Context: an optimization exercise on an open-source flow, tuned for small area. The choices shown serve that exercise and are no tape-out recipe. Only simulation tests tie the RTL to the original design; equivalence was not proved. The clock port is modelled as an ideal driver; clocking choices that lean on that would not hold on a real chip. Power and IR drop assume default switching activity.

north:
## custom_MuP
module custom_MuP (clk, rst, imem_req, imem_addr, imem_rdata, dmem_re, dmem_we, dmem_addr, dmem_wdata, dmem_rdata);
Size in the first run: ~610 cells after synthesis.
Settings: LEC_CHECK=0, ABC_AREA=1, CAP_MARGIN=20, CORE_MARGIN=2, CORE_UTILIZATION=60, CTS_BUF_LIST=sky130_fd_sc_hd__clkbuf_8, CTS_CLUSTER_DIAMETER=60, CTS_CLUSTER_SIZE=16, PLACE_DENSITY=0.85, SLEW_MARGIN=20; clock period 10.0 ns.
standard.sh (not shown) runs the stock make flow with config.mk's settings and CLKGATE_MAP_FILE= SYNTH_SCRIPT=/design/flow/synth_recipe.tcl, a recipe that flattens the netlist after the stock synthesis.
==> flow/flow/run.sh <==
#!/bin/bash
# Own layout flow: the standard synthesis, then the combinational logic
# re-mapped by ABC for area (registers kept as they are: same cells, same
# names), then the standard ORFS flow from floorplan to finish with the
# smallest buffer cell on the ports. Every tool writes its own log here.
set -euo pipefail
HERE=$(pwd)
R=$HERE/orfs/results/sky130hd/custom_MuP/base
YOSYS=$FLOW_HOME/../tools/install/yosys/bin/yosys
LIB=$FLOW_HOME/platforms/sky130hd/lib/sky130_fd_sc_hd__tt_025C_1v80.lib

bash standard.sh synth > synth_standard.log 2>&1
cp $R/1_2_yosys.v $HERE/netlist_standard.v

DU=$(sed -n '/DONT_USE_CELLS/,/^$/p' $FLOW_HOME/platforms/sky130hd/config.mk | grep -o "sky130_fd_sc_hd__[a-z0-9_]*" | sed 's/^/-dont_use /' | tr '\n' ' ')
sed -e "s#@LIB@#$LIB#g" -e "s#@DU@#$DU#g" -e "s#@IN@#$HERE/netlist_standard.v#g" \
    -e "s#@OUT@#$HERE/netlist_resynth.v#g" -e "s#@ABC@#$HERE/flow/area.abc#g" flow/resynth.ys > resynth.ys
$YOSYS -s resynth.ys > resynth.log 2>&1

cp $HERE/netlist_resynth.v $R/1_2_yosys.v
rm -f $R/1_synth.odb $R/1_synth.sdc
bash standard.sh "BUFFER_PORTS_ARGS=-buffer_cell sky130_fd_sc_hd__buf_1" finish > flow_finish.log 2>&1
==> flow/flow/area.abc <==
strash; &get -n; &fraig -x; &put; scorr; dc2; strash; &get -n; &deepsyn -T 40; &put; strash; &get -n; &dch -f; &nf -R 3000 -p -E 1000 -F 200 -A 200; &put
==> flow/flow/resynth.ys <==
read_liberty -ignore_miss_func @LIB@
blackbox sky130_fd_sc_hd__*df* sky130_fd_sc_hd__*dl* sky130_fd_sc_hd__*lpflow*
read_verilog @IN@
hierarchy -top custom_MuP
flatten
opt -purge
abc -liberty @LIB@ @DU@ -script @ABC@
opt_clean -purge
write_verilog -noattr -nohex -nodec @OUT@.tmp.v
design -reset
read_liberty -lib @LIB@
read_verilog @OUT@.tmp.v
hierarchy -top custom_MuP
hilomap -singleton -hicell sky130_fd_sc_hd__conb_1 HI -locell sky130_fd_sc_hd__conb_1 LO
insbuf -buf sky130_fd_sc_hd__buf_1 A X
splitnets
rename -hide w:_*_.*
opt_clean -purge
stat -liberty @LIB@
check -assert -mapped
write_verilog -noattr -nohex -nodec @OUT@
Changes in south relative to north:
Settings: a change of CTS_BUF_LIST from sky130_fd_sc_hd__clkbuf_8 to sky130_fd_sc_hd__clkbuf_16; a deleted PLACE_DENSITY that had been 0.85; a change of CTS_CLUSTER_SIZE from 16 to 30; a change of CTS_CLUSTER_DIAMETER from 60 to 100.
==> flow/flow/area.abc <==
strash; &get -n; &fraig -x; &put; scorr; dc2; strash; &get -n; &dch -f; &nf -R 1000 -p; &put
### Flow results
Die area | south > north. Instance area after placement: south > north. | met1 wire length | south vs north | ≈ equal |. Higher ratio of cells with drive above 1 in the final layout among north and south: north. south ended up with a lower least setup slack across all paths after layout than north did. Looking at first-iteration DRC count, south sits about 3.5% above north. The higher maximum fanout encountered on the critical timing path of north and south is in north. The length of the first detailed-routing pass in iterations number comes out higher for south vs north. Utilization sits higher in south than in north. south ended with more largest stage delay on the critical path than north. Between north and south, the synthesized area is lower for north.
> inputs changed (south -> east)
Settings: CTS_CLUSTER_SIZE changed from 30 to 10; PLACE_DENSITY newly set to 0.85; CTS_CLUSTER_DIAMETER changed from 100 to 60; CTS_BUF_LIST changed from sky130_fd_sc_hd__clkbuf_16 to sky130_fd_sc_hd__clkbuf_4.
==> flow/flow/area.abc <==
strash; &get -n; &fraig -x; &put; scorr; dc2; strash; &get -n; &deepsyn -T 40; &put; strash; &get -n; &dch -f; &nf -R 3000 -p -E 1000 -F 200 -A 200; &put
[summary]
- east went all the way through the flow, and no timing, DRC or antenna check failed.
- [compare] base=south new=east: combined buffer and inverter count along the critical path level, worst-margin pin slew moved down, wire length on met1 moved down, cell area after placement moved down.
- Diff south -> east | synthesized instance count | decrease of 16
- east — count of clock buffers in the final design 22 higher, south as reference
- In the tables for south and east, setup clock skew after layout reads lower with south.
- On area after synthesis, east does better than south.
- Lower power share of the sequential group among south and east: south
### east -> west
Settings: a change of CTS_CLUSTER_SIZE from 10 to 14; a change of CTS_CLUSTER_DIAMETER from 60 to 80.
-- flow/flow/run.sh --
<<< east, line 3
# re-mapped by ABC for area (registers kept as they are: same cells, same
# names), then the standard ORFS flow from floorplan to finish with the
# smallest buffer cell on the ports. Every tool writes its own log here.
set -euo pipefail
HERE=$(pwd)
>>> west, line 3
# re-mapped by ABC for area (registers kept as they are: same cells, same
# names), then the standard ORFS flow from floorplan to finish with the
# smallest buffer cell on the ports; after clock tree synthesis, clock buffers
# whose sinks would see a slow clock edge are upsized (flow/clkfix.tcl).
# Every tool writes its own log here.
set -euo pipefail
HERE=$(pwd)
<<< east, line 20
cp $HERE/netlist_resynth.v $R/1_2_yosys.v
rm -f $R/1_synth.odb $R/1_synth.sdc
bash standard.sh "BUFFER_PORTS_ARGS=-buffer_cell sky130_fd_sc_hd__buf_1" finish > flow_finish.log 2>&1
>>> west, line 22
cp $HERE/netlist_resynth.v $R/1_2_yosys.v
rm -f $R/1_synth.odb $R/1_synth.sdc
bash standard.sh "BUFFER_PORTS_ARGS=-buffer_cell sky130_fd_sc_hd__buf_1" cts > flow_cts.log 2>&1
R=$R LIB=$LIB PLATFORM_DIR=$FLOW_HOME/platforms/sky130hd CLK_SLEW_TARGET=0.115 CLK_SLEW_TARGET_TREE=0.115 \
  $FLOW_HOME/../tools/install/OpenROAD/bin/openroad -no_init -exit flow/clkfix.tcl > clkfix.log 2>&1
bash standard.sh "BUFFER_PORTS_ARGS=-buffer_cell sky130_fd_sc_hd__buf_1" finish > flow_finish.log 2>&1
==> flow/flow/clkfix.tcl (new file) <==
# Upsize clock buffers whose sinks see a slow clock edge (estimated from the
# placement), then legalise the placement again.
read_db $::env(R)/4_cts.odb
read_liberty $::env(LIB)
read_sdc $::env(R)/4_cts.sdc
source $::env(PLATFORM_DIR)/setRC.tcl
set_propagated_clock [all_clocks]
set next(sky130_fd_sc_hd__clkbuf_1) sky130_fd_sc_hd__clkbuf_2
set next(sky130_fd_sc_hd__clkbuf_2) sky130_fd_sc_hd__clkbuf_4
set next(sky130_fd_sc_hd__clkbuf_4) sky130_fd_sc_hd__clkbuf_8
set next(sky130_fd_sc_hd__clkbuf_8) sky130_fd_sc_hd__clkbuf_16
proc drives_buffer {net} {
  foreach p [get_pins -of_objects $net -filter "direction==input"] {
    if {[string match "sky130_fd_sc_hd__clkbuf*" [get_property [get_cells -of_objects $p] ref_name]]} { return 1 }
  }
  return 0
}
# first the buffers that drive other clock buffers, then the leaves
foreach {phase target} [list 0 $::env(CLK_SLEW_TARGET_TREE) 1 $::env(CLK_SLEW_TARGET)] {
for {set iter 0} {$iter < 3} {incr iter} {
  estimate_parasitics -placement
  set changed 0
  foreach inst [get_cells *] {
    set ref [get_property $inst ref_name]
    if {![info exists next($ref)]} continue
    set opin [get_pins -of_objects $inst -filter "direction==output"]
    set net [get_nets -of_objects $opin]
    if {[drives_buffer $net] == $phase} continue
    set worst 0
    foreach p [get_pins -of_objects $net -filter "direction==input"] {
      foreach a {slew_max_rise slew_max_fall} {
        set s [get_property $p $a]
        if {$s > $worst} { set worst $s }
      }
    }
    if {$worst > $target} {
      puts "upsize [get_full_name $inst] $ref -> $next($ref) (sink slew $worst)"
      replace_cell $inst $next($ref)
      incr changed
    }
  }
  if {$changed == 0} break
}
}
detailed_placement
check_placement
write_db $::env(R)/4_cts.odb
[summary]
Changes observed in west relative to east: worst max-slew margin expressed relative to the limit fell by 2.9 points, clock-buffer cell count fell by 11.
Between west and east, the difference in global-route usage is negligible.
west ended with more first-pass GRT wire length than east.
Cmp west and east / number of nets at the end of the flow / lower: west
Relative to east, first-iteration DRC count decreased by 124 in west.
Fraction of area in clock buffers and inverters: lower on east
Via-per-instance ratio in west is 0.78% above east.
Compared to east, west shows a narrower setup margin.
Between east and west, the fmax does not differ in any meaningful way.
Sort west and east by fraction of the core area covered by cells at the end of the flow, ascending, and east comes first.

* * *

before:
custom_MuP again, from the RTL that the note above started with.
export LEC_CHECK = 0
export ABC_AREA = 1
export CAP_MARGIN = 20
export CORE_MARGIN = 2
export CORE_UTILIZATION = 60
export CTS_BUF_LIST = sky130_fd_sc_hd__clkbuf_4
export CTS_CLUSTER_DIAMETER = 60
export CTS_CLUSTER_SIZE = 11
export PLACE_DENSITY = 0.85
export SLEW_MARGIN = 20
create_clock -name core_clock -period 10.0 [get_ports {clk}]
==> flow/flow/run.sh <==
#!/bin/bash
# Own layout flow: the standard synthesis, then the combinational logic
# re-mapped by ABC for area (registers kept as they are: same cells, same
# names), then the standard ORFS flow from floorplan to finish with the
# smallest buffer cell on the ports; after clock tree synthesis, clock buffers
# whose sinks would see a slow clock edge are upsized (flow/clkfix.tcl), and
# the clock tree gets no dummy load cells.
# Every tool writes its own log here.
set -euo pipefail
HERE=$(pwd)
R=$HERE/orfs/results/sky130hd/custom_MuP/base
YOSYS=$FLOW_HOME/../tools/install/yosys/bin/yosys
LIB=$FLOW_HOME/platforms/sky130hd/lib/sky130_fd_sc_hd__tt_025C_1v80.lib

bash standard.sh synth > synth_standard.log 2>&1
cp $R/1_2_yosys.v $HERE/netlist_standard.v

DU=$(sed -n '/DONT_USE_CELLS/,/^$/p' $FLOW_HOME/platforms/sky130hd/config.mk | grep -o "sky130_fd_sc_hd__[a-z0-9_]*" | sed 's/^/-dont_use /' | tr '\n' ' ')
sed -e "s#@LIB@#$LIB#g" -e "s#@DU@#$DU#g" -e "s#@IN@#$HERE/netlist_standard.v#g" \
    -e "s#@OUT@#$HERE/netlist_resynth.v#g" -e "s#@ABC@#$HERE/flow/area.abc#g" flow/resynth.ys > resynth.ys
$YOSYS -s resynth.ys > resynth.log 2>&1

cp $HERE/netlist_resynth.v $R/1_2_yosys.v
rm -f $R/1_synth.odb $R/1_synth.sdc
cfg() { sed -n "s/^export $1 = //p" config.mk; }
CTS="-sink_clustering_enable -repair_clock_nets -dont_use_dummy_load"
CTS="$CTS -sink_clustering_size $(cfg CTS_CLUSTER_SIZE) -sink_clustering_max_diameter $(cfg CTS_CLUSTER_DIAMETER)"
CTS="$CTS -buf_list {$(cfg CTS_BUF_LIST)}"
bash standard.sh "BUFFER_PORTS_ARGS=-buffer_cell sky130_fd_sc_hd__buf_1" "CTS_ARGS=$CTS" cts > flow_cts.log 2>&1
R=$R LIB=$LIB PLATFORM_DIR=$FLOW_HOME/platforms/sky130hd CLK_SLEW_TARGET=0.115 CLK_SLEW_TARGET_TREE=0.115 \
  $FLOW_HOME/../tools/install/OpenROAD/bin/openroad -no_init -exit flow/clkfix.tcl > clkfix.log 2>&1
bash standard.sh "BUFFER_PORTS_ARGS=-buffer_cell sky130_fd_sc_hd__buf_1" finish > flow_finish.log 2>&1
Scripts as last shown in full above: flow/flow/resynth.ys
Other scripts of this flow, unchanged in this note and not shown: flow/flow/area.abc, flow/flow/clkfix.tcl
Input-level comparison between after and before:
diff --git a/flow/config.mk b/flow/config.mk
--- a/flow/config.mk
+++ b/flow/config.mk
@@ -11,6 +11,6 @@
 export CORE_UTILIZATION = 60
 export CTS_BUF_LIST = sky130_fd_sc_hd__clkbuf_4
-export CTS_CLUSTER_DIAMETER = 60
-export CTS_CLUSTER_SIZE = 11
+export CTS_CLUSTER_DIAMETER = 70
+export CTS_CLUSTER_SIZE = 14
 export PLACE_DENSITY = 0.85
 export SLEW_MARGIN = 20
## What came out
From before to after the numbers moved as follows: total length of routed wires saw an increase; worst hold slack after final layout moved up; combinational group share of total power about even; utilization after layout moved up; largest voltage drop on the vdd net saw an increase.
Delta (after minus before): final design instance area without fill now sits higher; setup slack now sits lower.

* * *

JK:
custom_MuP, a different RTL version from the one above (not shown whole).
For scale: about 810 cells after synthesis, about 310 flip-flops, ~9600 µm² of cells after synthesis.
clock: 10.0 ns
lec_check: 0
cap_margin: 20
core_margin: 2
core_utilization: 40
slew_margin: 20
run.sh (not shown) runs the stock make flow with config.mk's settings and CLKGATE_MAP_FILE= SYNTH_SCRIPT=/design/flow/synth_recipe.tcl, a recipe that flattens the netlist after the stock synthesis.
Stock flow here: none of the scripts above is used.
JK finished end to end and its layout was clean on timing, DRC and antenna.
Input-level comparison between MS and JK:
# JK
export LEC_CHECK = 0
export CAP_MARGIN = 20
export CORE_MARGIN = 2
export CORE_UTILIZATION = 40
export SLEW_MARGIN = 20
create_clock -name core_clock -period 10.0 [get_ports {clk}]
# MS
export LEC_CHECK = 0
export ABC_AREA = 1
export CAP_MARGIN = 20
export CORE_MARGIN = 2
export CORE_UTILIZATION = 60
export CTS_BUF_LIST = sky130_fd_sc_hd__clkbuf_2 sky130_fd_sc_hd__clkbuf_8
export CTS_CLUSTER_SIZE = 30
export SLEW_MARGIN = 20
create_clock -name core_clock -period 10.0 [get_ports {clk}]
## What came out
- MS: power density over the cells about 1% below JK
- Worst setup slack for MS is higher than for JK.
- Total non-filler cell area in the finished layout of MS falls short of that of JK by a few percent.
- Diff JK -> MS: area of the placeable core fell by 36%, routed wire length rose by about 12%, area after detailed placement fell by 4.0%, sequential share of layout area rose by 2.7 points.
- On post-route worst hold slack, the higher figure sits with JK, not MS.
- [MS] clock skew rose 0.0065 ns relative to JK
For AL, these inputs were changed with respect to MS:
# MS
export LEC_CHECK = 0
export ABC_AREA = 1
export CAP_MARGIN = 20
export CORE_MARGIN = 2
export CORE_UTILIZATION = 60
export CTS_BUF_LIST = sky130_fd_sc_hd__clkbuf_2 sky130_fd_sc_hd__clkbuf_8
export CTS_CLUSTER_SIZE = 30
export SLEW_MARGIN = 20
create_clock -name core_clock -period 10.0 [get_ports {clk}]
# AL
export LEC_CHECK = 0
export ABC_AREA = 1
export CAP_MARGIN = 20
export CORE_MARGIN = 2
export CORE_UTILIZATION = 60
export CTS_BUF_LIST = sky130_fd_sc_hd__clkbuf_4
export SLEW_MARGIN = 20
create_clock -name core_clock -period 10.0 [get_ports {clk}]
## What came out
- Status | AL and MS | clean
- Diff MS -> AL: total power climbed about 0.9%; sequential share of layout area dropped 0.26 points.
- Summary — clock-buffer cell count, AL relative to MS: higher, by 73%.
- Wire length of the first global-routing pass: higher on AL
- Compared with MS, AL shows a higher clock latency at the later pin of the worst-skew pair.
- AL vs MS, highest signal layer in the routed design: met5 vs met4

## separate check: timing with driven ports
How much do the figures lean on ideal ports? The routed layouts below were timed once more, with nothing changed but the port constraints.
Step 1 assumes that a clkbuf_16 drives the clock port and a buf_2 every other input.
Step 2, shift: input delay + t, output delay - t, t = (earliest + latest rising clock arrival at the registers) / 2. This alone moves slack from input paths to output paths.
Three values: ideal ports, drivers, drivers and shift; two values: the first two.
run | shift t [ns] | setup slack, ns | clock arrival spread, ns
north | 0.554 | 3.236 / 3.201 / 3.201 | 0.021 / 0.021
south | 0.525 | 2.694 / 2.673 / 2.673 | 0.019 / 0.020
east | 0.634 | 3.208 / 3.186 / 3.186 | 0.054 / 0.054
west | 0.550 | 3.200 / 3.164 / 3.164 | 0.019 / 0.019
before | 0.500 | 3.221 / 3.191 / 3.191 | 0.070 / 0.070
after | 0.528 | 3.199 / 3.177 / 3.177 | 0.033 / 0.032
JK | 0.583 | 3.928 / 3.950 / 3.367 | 0.023 / 0.023
MS | 0.593 | 4.564 / 4.525 / 4.153 | 0.029 / 0.029
AL | 0.724 | 4.439 / 4.400 / 4.250 | 0.085 / 0.085
After both steps setup and hold are still met in every run listed. The setup slack of JK, which loses most, moves by +0.022 ns with the drivers and by -0.561 ns with both steps.
